What follows belongs to an exercise in optimizing a design on an open flow for small area, a short achievable clock period and few clock cycles per item; a production flow would make more cautious choices. Only simulation tests tie the RTL to the original design; equivalence was not proved. Power figures rest on the tool's default switching activity, not on a simulated workload.

// mdu_top
module mdu_top
(
    input  logic         clk,
    input  logic         rst,
    input  logic         in_valid,
    input  logic [2:0]   in_op,
    input  logic [31:0]  in_rs1,
    input  logic [31:0]  in_rs2,
    input  logic [31:0]  in_pc,
    input  logic [31:0]  in_inst,
    input  logic [4:0]   in_rd_addr,
    input  logic [4:0]   in_rs1_addr,
    input  logic [4:0]   in_rs2_addr,
    input  logic         in_regf_we,
    input  logic [4:0]   in_rob_idx,
    output logic         out_valid,
    output logic [31:0]  out_rd_data,
    output logic [31:0]  out_pc,
    output logic [31:0]  out_inst,
    output logic [4:0]   out_rd_addr,
    output logic [4:0]   out_rs1_addr,
    output logic [4:0]   out_rs2_addr,
    output logic         out_regf_we,
    output logic [4:0]   out_rob_idx
);
For scale: about 3900 cells after synthesis, ~120 flip-flops, roughly 23000 µm² of cells after synthesis.
Settings: LEC_CHECK=0, ABC_AREA=1, CAP_MARGIN=30, CORE_MARGIN=2, CORE_UTILIZATION=40, CTS_BUF_LIST=sky130_fd_sc_hd__clkbuf_4 sky130_fd_sc_hd__clkbuf_8, CTS_CLUSTER_SIZE=30, SETUP_SLACK_MARGIN=5, SLEW_MARGIN=30; clock period 13.0 ns.
run.sh (not shown) runs the stock make flow with config.mk's settings and CLKGATE_MAP_FILE= SYNTH_SCRIPT=/design/flow/synth_recipe.tcl, a recipe that flattens the netlist after the stock synthesis.
The baseline passed the timing, DRC and antenna checks.
Testbench counts at the start, summed over its fixed seeds: cycles 142,920, ops 24,000.
Edit:
Settings changed: TNS_END_PERCENT set to 20.
What happened:
- The changed run completed with no timing, DRC or antenna violations
- non-clock buffer count does not change
- final area is about the same
- cell count does not change
- setup slack loses 310 ps
- clock power hardly moves

* * *

Starting RTL as in the previous note.
## mdu_top
module mdu_top
(
    input  logic         clk,
    input  logic         rst,
    input  logic         in_valid,
    input  logic [2:0]   in_op,
    input  logic [31:0]  in_rs1,
    input  logic [31:0]  in_rs2,
    input  logic [31:0]  in_pc,
    input  logic [31:0]  in_inst,
    input  logic [4:0]   in_rd_addr,
    input  logic [4:0]   in_rs1_addr,
    input  logic [4:0]   in_rs2_addr,
    input  logic         in_regf_we,
    input  logic [4:0]   in_rob_idx,
    output logic         out_valid,
    output logic [31:0]  out_rd_data,
    output logic [31:0]  out_pc,
    output logic [31:0]  out_inst,
    output logic [4:0]   out_rd_addr,
    output logic [4:0]   out_rs1_addr,
    output logic [4:0]   out_rs2_addr,
    output logic         out_regf_we,
    output logic [4:0]   out_rob_idx
);
Settings: LEC_CHECK=0, ABC_AREA=1, CAP_MARGIN=30, CORE_MARGIN=2, CORE_UTILIZATION=45, CTS_BUF_LIST=sky130_fd_sc_hd__clkbuf_4 sky130_fd_sc_hd__clkbuf_8, CTS_CLUSTER_SIZE=30, SETUP_SLACK_MARGIN=5, SLEW_MARGIN=30; clock period 13.0 ns.
The baseline produced a clean layout.
Testbench counts at the start, summed over its fixed seeds: cycles 142,920, ops 24,000.
Rerun with:
--- a/flow/config.mk
+++ b/flow/config.mk
@@ -9,7 +9,7 @@
 export CAP_MARGIN = 30
 export CORE_MARGIN = 2
-export CORE_UTILIZATION = 45
+export CORE_UTILIZATION = 40
 export CTS_BUF_LIST = sky130_fd_sc_hd__clkbuf_4 sky130_fd_sc_hd__clkbuf_8
-export CTS_CLUSTER_SIZE = 30
+export CTS_CLUSTER_SIZE = 50
 export SETUP_SLACK_MARGIN = 5
 export SLEW_MARGIN = 30
Final cell count climbs slightly.
Count of clock-buffer cells in the layout climbs by 1.
Clock skew stays flat.
Cell area hardly moves.
Maximum frequency climbs slightly.
Area after synthesis stays the same.
Worst setup slack gets better by 0.038 ns.
Rerun with:
--- a/flow/config.mk
+++ b/flow/config.mk
@@ -10,6 +10,4 @@
 export CORE_MARGIN = 2
 export CORE_UTILIZATION = 40
-export CTS_BUF_LIST = sky130_fd_sc_hd__clkbuf_4 sky130_fd_sc_hd__clkbuf_8
-export CTS_CLUSTER_SIZE = 50
 export SETUP_SLACK_MARGIN = 5
 export SLEW_MARGIN = 30
What happened:
- The changed run finished with timing, DRC and antenna clean
- hold slack barely changes
- area after synthesis stays the same
- clock power is higher by 36%
- global-route usage is higher by 0.13 points
- clock-buffer cell count does not change
- sequential power is about the same

## re-timing with driven ports
No port has a modelled driver above. Below, the same layouts with a new extraction and two added sets of constraints. Step 1 (the two cells are an assumption about what drives the block):
set clk [get_ports {clk}]
set_driving_cell -lib_cell sky130_fd_sc_hd__clkbuf_16 $clk
set_driving_cell -lib_cell sky130_fd_sc_hd__buf_2 [delete_from_list [all_inputs] $clk]
Step 2 moves the port delays by t, midway between the first and last clock arrival at a register: inputs arrive t later, outputs are due t later. That takes back most of the time a late clock gives input paths. Three values: no drivers, after step 1, after step 2; two values: the first two.
run	t (ns)	setup WS [ns]	hold slack, ns	worst setup path at the end	cell pins on the clock port's net
the first run of note 1	0.524	5.332 / 5.352 / 4.841	0.471 / 0.471 / 0.471	input to register	1
the second run of note 1	0.520	5.026 / 5.055 / 4.535	0.471 / 0.471 / 0.471	input to register	1
the first run of note 2	0.538	5.294 / 5.275 / 4.737	0.474 / 0.474 / 0.474	input to register	1
the second run of note 2	0.524	5.332 / 5.352 / 4.841	0.471 / 0.471 / 0.471	input to register	1
the third run of note 2	0.492	5.280 / 5.322 / 4.830	0.468 / 0.468 / 0.468	input to register	1
After both steps every run listed still meets setup and hold. The setup slack of the first run of note 2, which loses most, moves by -0.019 ns with the drivers and by -0.557 ns with both steps.
